This design comes from an exercise in tuning for small area on the open sky130 flow, not from production work.
Function was checked by simulation only, so behaviour that the tests miss may differ from the original.
Power is estimated from default activity; no workload was simulated.

## run.sh

```bash
#!/bin/bash
# synth_recipe.tcl (not shown) runs the flow's synth.tcl, then flattens the netlist and writes it again
# the make line also repeats each setting of config.mk as NAME=value (left out here)
make -C /OpenROAD-flow-scripts/flow DESIGN_CONFIG=/design/flow/config.mk WORK_HOME=/design/flow/orfs CLKGATE_MAP_FILE= SYNTH_SCRIPT=/design/flow/synth_recipe.tcl finish
```

## config.mk

```make
export PLATFORM = sky130hd
export DESIGN_NAME = ALU
export DESIGN_NICKNAME = ALU
export VERILOG_FILES = /design/flow/design.v
export SDC_FILE = /design/flow/constraint.sdc
export NUM_CORES = 4
export LEC_CHECK = 0
export CAP_MARGIN = 20
export CORE_MARGIN = 2
export CORE_UTILIZATION = 40
export SLEW_MARGIN = 20
export SYNTH_HIERARCHICAL = 1
export SYNTH_MINIMUM_KEEP_SIZE = 0
```

## constraint.sdc

```tcl
create_clock -name core_clock -period 100.0 [get_ports {clk}]
set_input_delay 20.0000 -clock core_clock [delete_from_list [all_inputs] [get_ports {clk}]]
set_output_delay 20.0000 -clock core_clock [all_outputs]
set_load 0.01 [all_outputs]
```

## design.v

```verilog
`timescale 1ns/1ns
module ALU_fa (
    input  logic x,
    input  logic y,
    input  logic ci,
    output logic s,
    output logic co
);
    assign s  = x ^ y ^ ci;
    assign co = (x & y) | (ci & (x ^ y));
endmodule
module ALU_mx (
    input  logic s,
    input  logic x,
    input  logic sel,
    input  logic nsel,
    output logic xo_n
);
    assign xo_n = ~((s | nsel) & (x | sel));
endmodule
module ALU_inv (
    input  logic a,
    output logic y
);
    assign y = ~a;
endmodule
module ALU_bs (
    input  logic b,
    input  logic nsh,
    input  logic pa,
    input  logic pb,
    output logic bs
);
    assign bs = (b & nsh) | (pa & pb);
endmodule
module ALU_yb (
    input  logic       a,
    input  logic       bs,
    input  logic [3:0] lut,
    output logic       y
);
    assign y = lut[{a, bs}];
endmodule
module ALU_ctl #(
    parameter logic P = 1'b0
) (
    input  logic co,       
    input  logic hz_in,    
    input  logic ytop,     
    input  logic mulm,
    input  logic ak,
    output logic hz,
    output logic q,
    output logic nsel
);
    assign hz   = hz_in & ytop;
    assign q    = (co ^ P) & hz;
    assign nsel = ~((mulm & ak) | q);
endmodule
module ALU_ob (
    input  logic x,
    input  logic selx,
    input  logic q,
    input  logic selq,
    input  logic r,
    input  logic hold,
    output logic d
);
    assign d = (selx & x) | (selq & q) | (hold & r);
endmodule
module ALU (
    input  logic clk,
    input  logic rst_n,
    input  logic [5:0] alu_op,
    input  logic word,
    input  logic [15:0] a,
    input  logic [15:0] b,
    input  logic cf_in,
    input  logic [4:0] shift_cnt,
    output logic [15:0] result
);
    logic       valid;
    logic       x0a, sh, force1, divm, mulm, arith0, cin0;
    logic       selx, selq, rcl, ror;
    logic [3:0] lut;     
    always_comb begin
        valid = 1'b1;
        x0a = 1'b0; sh = 1'b0; force1 = 1'b0;
        divm = 1'b0; mulm = 1'b0; arith0 = 1'b0; cin0 = 1'b0;
        selx = 1'b0; selq = 1'b0; rcl = 1'b0; ror = 1'b0; lut = 4'b0000;
        case (alu_op)
            6'd0:         begin x0a = 1'b1; lut = 4'b1010; arith0 = 1'b1; selx = 1'b1; end               
            6'd1, 6'd2:   begin x0a = 1'b1; lut = 4'b0101; arith0 = 1'b1; cin0 = 1'b1; selx = 1'b1; end  
            6'd3:         begin x0a = 1'b1; lut = 4'b0000; arith0 = 1'b1; cin0 = 1'b1; selx = 1'b1; end  
            6'd4:         begin x0a = 1'b1; lut = 4'b1111; arith0 = 1'b1; selx = 1'b1; end               
            6'd5:         begin lut = 4'b1111; mulm = 1'b1; selx = 1'b1; end                             
            6'd6, 6'd10:  begin lut = 4'b1000; arith0 = 1'b1; selx = 1'b1; end                           
            6'd7:         begin lut = 4'b1110; arith0 = 1'b1; selx = 1'b1; end                           
            6'd8:         begin lut = 4'b0110; arith0 = 1'b1; selx = 1'b1; end                           
            6'd9:         begin lut = 4'b0011; arith0 = 1'b1; selx = 1'b1; end                           
            6'd11:        begin sh = 1'b1; lut = 4'b1010; mulm = 1'b1; selx = 1'b1; end                  
            6'd12, 6'd13: begin x0a = 1'b1; sh = 1'b1; lut = 4'b0101; divm = 1'b1; selq = ~shift_cnt[4]; end  
            6'd14, 6'd17: begin lut = 4'b1100; arith0 = 1'b1; selx = 1'b1; end                           
            6'd15:        begin x0a = 1'b1; sh = 1'b1; force1 = 1'b1; lut = 4'b0101; divm = 1'b1; selq = 1'b1; ror = 1'b1; end  
            6'd16:        begin sh = 1'b1; force1 = 1'b1; lut = 4'b1010; mulm = 1'b1; selx = 1'b1; rcl = 1'b1; end  
            6'd18, 6'd19: begin lut = 4'b1010; mulm = 1'b1; selx = 1'b1; end                             
            6'd20, 6'd21: begin x0a = 1'b1; lut = 4'b0101; divm = 1'b1; selq = 1'b1; end                 
            default:      valid = 1'b0;
        endcase
    end
    genvar k;
    logic [3:0] pa, pb;
    always_comb begin
        for (int i = 0; i < 4; i++) begin
            pa[i] = sh & (force1 ? (i == 1) : (shift_cnt[1:0] == i));
            pb[i] = force1 ? (i == 0) : (!shift_cnt[4] && shift_cnt[3:2] == i);
        end
    end
    logic [15:0] bs, y, yn;
    generate
        for (k = 0; k < 16; k++) begin : g_y
            ALU_bs  u_bs (.b(b[k]), .nsh(~sh), .pa(pa[k % 4]), .pb(pb[k / 4]), .bs(bs[k]));
            ALU_yb  u_yb (.a(a[k]), .bs(bs[k]), .lut(lut), .y(y[k]));
            ALU_inv u_yn (.a(y[k]), .y(yn[k]));
        end
    endgenerate
    logic [16:0] hz, ypad;
    assign hz[0] = divm;
    assign ypad  = {1'b1, y};
    logic [15:0] x0;
    logic [15:0] xo [0:15];    
    logic [15:0] q;
    assign x0 = a & {16{x0a}};
    generate
        for (k = 15; k >= 0; k--) begin : g_row
            localparam int W = 16 - k;
            localparam logic P = 1'((15 - k) & 1);
            logic [W-1:0] xi, yi;
            logic [W:0]   c;
            logic         sel, nsel, nsel0;
            if (k == 15) begin : g_first
                assign xi = x0[15] ^ P;
            end else begin : g_next
                assign xi = {xo[k+1][15:k+1], x0[k] ^ P};
            end
            assign yi   = P ? yn[W-1:0] : y[W-1:0];
            assign c[0] = ((k == 0) ? (divm | cin0) : divm) ^ P;
            ALU_ctl #(.P(P)) u_ctl (
                .co(c[W]), .hz_in(hz[k]), .ytop(ypad[16-k]), .mulm(mulm), .ak(a[k]),
                .hz(hz[k+1]), .q(q[k]), .nsel(nsel0)
            );
            if (k == 0) begin : g_last
                assign nsel = nsel0 & ~arith0;
            end else begin : g_mid
                assign nsel = nsel0;
            end
            ALU_inv u_sel (.a(nsel), .y(sel));
            for (genvar j = 0; j < W; j++) begin : g_bit
                logic s;
                ALU_fa u_fa (.x(xi[j]), .y(yi[j]), .ci(c[j]), .s(s), .co(c[j+1]));
                ALU_mx u_mx (.s(s), .x(xi[j]), .sel(sel), .nsel(nsel), .xo_n(xo[k][k+j]));
            end
            if (k > 0) begin : g_lo
                assign xo[k][k-1:0] = '0;
            end
        end
    endgenerate
    logic        en;
    logic [15:0] d;
    assign en = rst_n & valid;
    generate
        for (k = 0; k < 16; k++) begin : g_ob
            logic dk;
            ALU_ob u_ob (
                .x(xo[0][k]), .selx(selx & en), .q(q[k]), .selq(selq & en),
                .r(result[k]), .hold(~en), .d(dk)
            );
            if (k == 0) begin : g_rcl
                assign d[k] = dk | (rcl & en & cf_in);
            end else if (k == 15) begin : g_ror
                assign d[k] = dk | (ror & en & a[0]);
            end else begin : g_plain
                assign d[k] = dk;
            end
        end
    endgenerate
    always_ff @(posedge clk)
        result <= d;
endmodule
```

==> notes.md <==
==> worst paths after layout <==
path / startpoint / end / depth (start not counted) / slack [ns]
setup / recovery: alu_op[2] / result[15] / 194 / 13.51
hold / removal: result[13] / result[13] / 2 / 0.48
setup reg to reg: result[15] / result[15] / 3 / 98.99
hold reg to reg: result[13] / result[13] / 2 / 0.48
==> critical path: cells and delay by family <==
family | cells | cell delay, ns
buf+inv | 13 | 3.72
compound gates | 37 | 8.25
mux | 1 | 0.59
fa+ha+maj | 120 | 47.71
simple gates | 23 | 6.22
==> layout by cell type, fill, tap and decap left out, types with 9 or more instances in the layout <==
master / count
a222oi_1: 16
a22o_1: 16
and2_2: 15
buf_4: 11
clkdlybuf4s50_1: 61
dfxtp_1: 16
fa_1: 136
inv_1: 55
mux4_2: 16
nor2_1: 9
o21ai_0: 10
o22ai_1: 136
==> per-layer routing <==
metal	part of all wire	vias to the layer above	routed length (microns)
met5	0	-	0
met2	0.52	170	9660
met1	0.41	2737	7670
li1	-	2299	-
met3	0.040	28	745
met4	0.030	0	552
==> through the flow <==
| step | cells | hold slack, ns |
|---|---|---|
| CTS | 795 | 0.484 |
| floorplan | 550 | 0.521 |
| global route | 796 | 0.505 |
| detailed placement | 792 | 0.468 |
| finish | 796 | 0.478 |
| global placement | 792 | 0.466 |
==> area by class of cell <==
cell class	instances	area [sq um]
repair buffers	73	701
inverters	55	206
well taps	184	230
fillers	1387	7630
flip-flops and latches	16	320
multi-input cells	465	5310
clock buffers	3	75.1
==> power by group through the flow <==
stage / logic (mW) / registers [mW] / clock network (mW)
floorplan: 0.0261 / 0.00856 / 0
global placement: 0.0378 / 0.00809 / 0
detailed placement: 0.0392 / 0.00812 / 0
CTS: 0.0392 / 0.00802 / 0.00769
global route: 0.0445 / 0.00813 / 0.00800
finish: 0.0391 / 0.00801 / 0.00749
==> run_results.csv <==
group,metric,value,unit
placement,place_ws,13.32,ns
clock_tree,post_cts_buffers,0,
flow_run,drv_cap,0,
setup_path,worst_setup_path_end_kind,"register",
clock_tree,cts_tree,"built",
clock_tree,ctsHoldBuffers,0,
clock_tree,h-tree-depth,1,
yosys,syn_area,0.00591,sq mm
global_routing,antenna_found_initial,0,
placement,place_hpwl,15400,microns
routing,wl_per_cell,23.4,microns
routing,drtIter0Drc,367,
layout,top_regs,"result: 16 flops",
sta,rsz0062_at_grt,"no",
sta,final.min_clock_period,86.49,ns
global_routing,use_met2,0.425,
floorplan,die_area,0.0158,sq mm
routing,drc,0,
sta,max_slew_margin,0.387,
floorplan,rows,44,
placement,port_buffers,61,
setup_path,start_kind,"input port",
layout,finalCoreUtilization,0.473,
layout,area_delta_synth_final,15.8,%
setup_path,critPathSlowestCell,"clkdlybuf4s50_1",
layout,insertedDiodeCount,0,
routing,first_pass_iters,5,
global_routing,met1_usage,0.327,
sta,worstMarginPinSlew,0.917,ns
power_and_ir_drop,p_sw_frac,0.478,
global_routing,grt_pass1_wl,30400,microns
layout,drive_above_1_share,0.116,
setup_path,crit_type,"input port to register",
setup_path,cpMostUsedCell,"fa_1",
global_routing,grt_pass1_vias,5438,
global_routing,use_met3,0.0193,
global_routing,grt_usage,0.243,
clock_tree,clkSlewWorstSetupHoldPaths,0.05,ns
floorplan,core-area,0.0145,sq mm
power_and_ir_drop,p_clk_frac,0.137,
clock_tree,clockBufferDepth,2,
clock_tree,clk_latency,0.24,ns
placement,globalplace.congestion,0.938,
routing,vias,5234,
routing,wirelength,18600,microns
global_routing,grt_start_max_net_pins,26,
power_and_ir_drop,p_seq_frac,0.147,
power_and_ir_drop,power_density,7.97,mW/mm^2
yosys,syn_area_per_cell,10.8,sq um
layout,largest_reg_flops,16,
clock_tree,cts_made_buffers,3,
floorplan,die_x,126,microns
clock_tree,root_buffer,"clkbuf_16",
setup_path,worst-endpoint-arrival,86.62,ns
power_and_ir_drop,combinationalPowerShare,0.716,
hold_path,min_path_type,"register to register",
layout,fin_area,0.00685,sq mm
sta,setup_slack,13.51,ns
sta,hold_violations,0,
power_and_ir_drop,power,0.0546,mW
floorplan,fp.dieH,126,microns
power_and_ir_drop,vdd_ir_drop_max,7.46,uV
sta,finalCritPeriodShare,0.865,
clock_tree,cts_resized,0,
yosys,yosysWarnings,9,
routing,detail-route-antenna-nets,0,
setup_path,crit_fanout,20,
layout,fin_nets,797,
global_routing,global_route.peak_usage_layer,"met2",
routing,via_per_inst,6.58,
placement,place_area,0.00676,sq mm
setup_path,crit_required,100.13,ns
layout,top_register,"result",
global_routing,grt_overflow,0,
yosys,synthCells,549,
clock_tree,clock-sinks,16,
floorplan,start_util,0.408,
floorplan,ios,63,
power_and_ir_drop,p_leak,2.60,nW
sta,max_freq,0.0116,GHz
setup_path,slowest_delay,0.77,ns
sta,finClkSkew,0,ns
outcome,outcome,"timing/DRC/antenna clean",
sta,final_max_slew_viol_count,0,
sta,setup-tns-final,0,ns
power_and_ir_drop,p_sw,0.0261,mW
sta,setup_violations,0,
power_and_ir_drop,p_int,0.0285,mW

static timing again, ports no longer ideal:
No port has a modelled driver above. Below, the same layout with a new extraction and two added sets of constraints.
Step 1: set_driving_cell puts a clkbuf_16 on clk and a buf_2 on each other input, an assumption about the parent block.
Step 2 moves the port delays by t, midway between the first and last clock arrival at a register: inputs arrive t later, outputs are due t later. That takes back most of the time a late clock gives input paths.
a / b / c = ideal ports / drivers / drivers and shift; a / b = the first two.
t (ns): 0.266
setup slack, ns: 13.512 / 13.516 / 13.250
worst register clock-pin slew, ns: 0.05 / 0.05
After both steps this run still meets setup and hold. For this run, drivers alone change the setup slack by +0.004 ns; drivers and shift together by -0.262 ns.
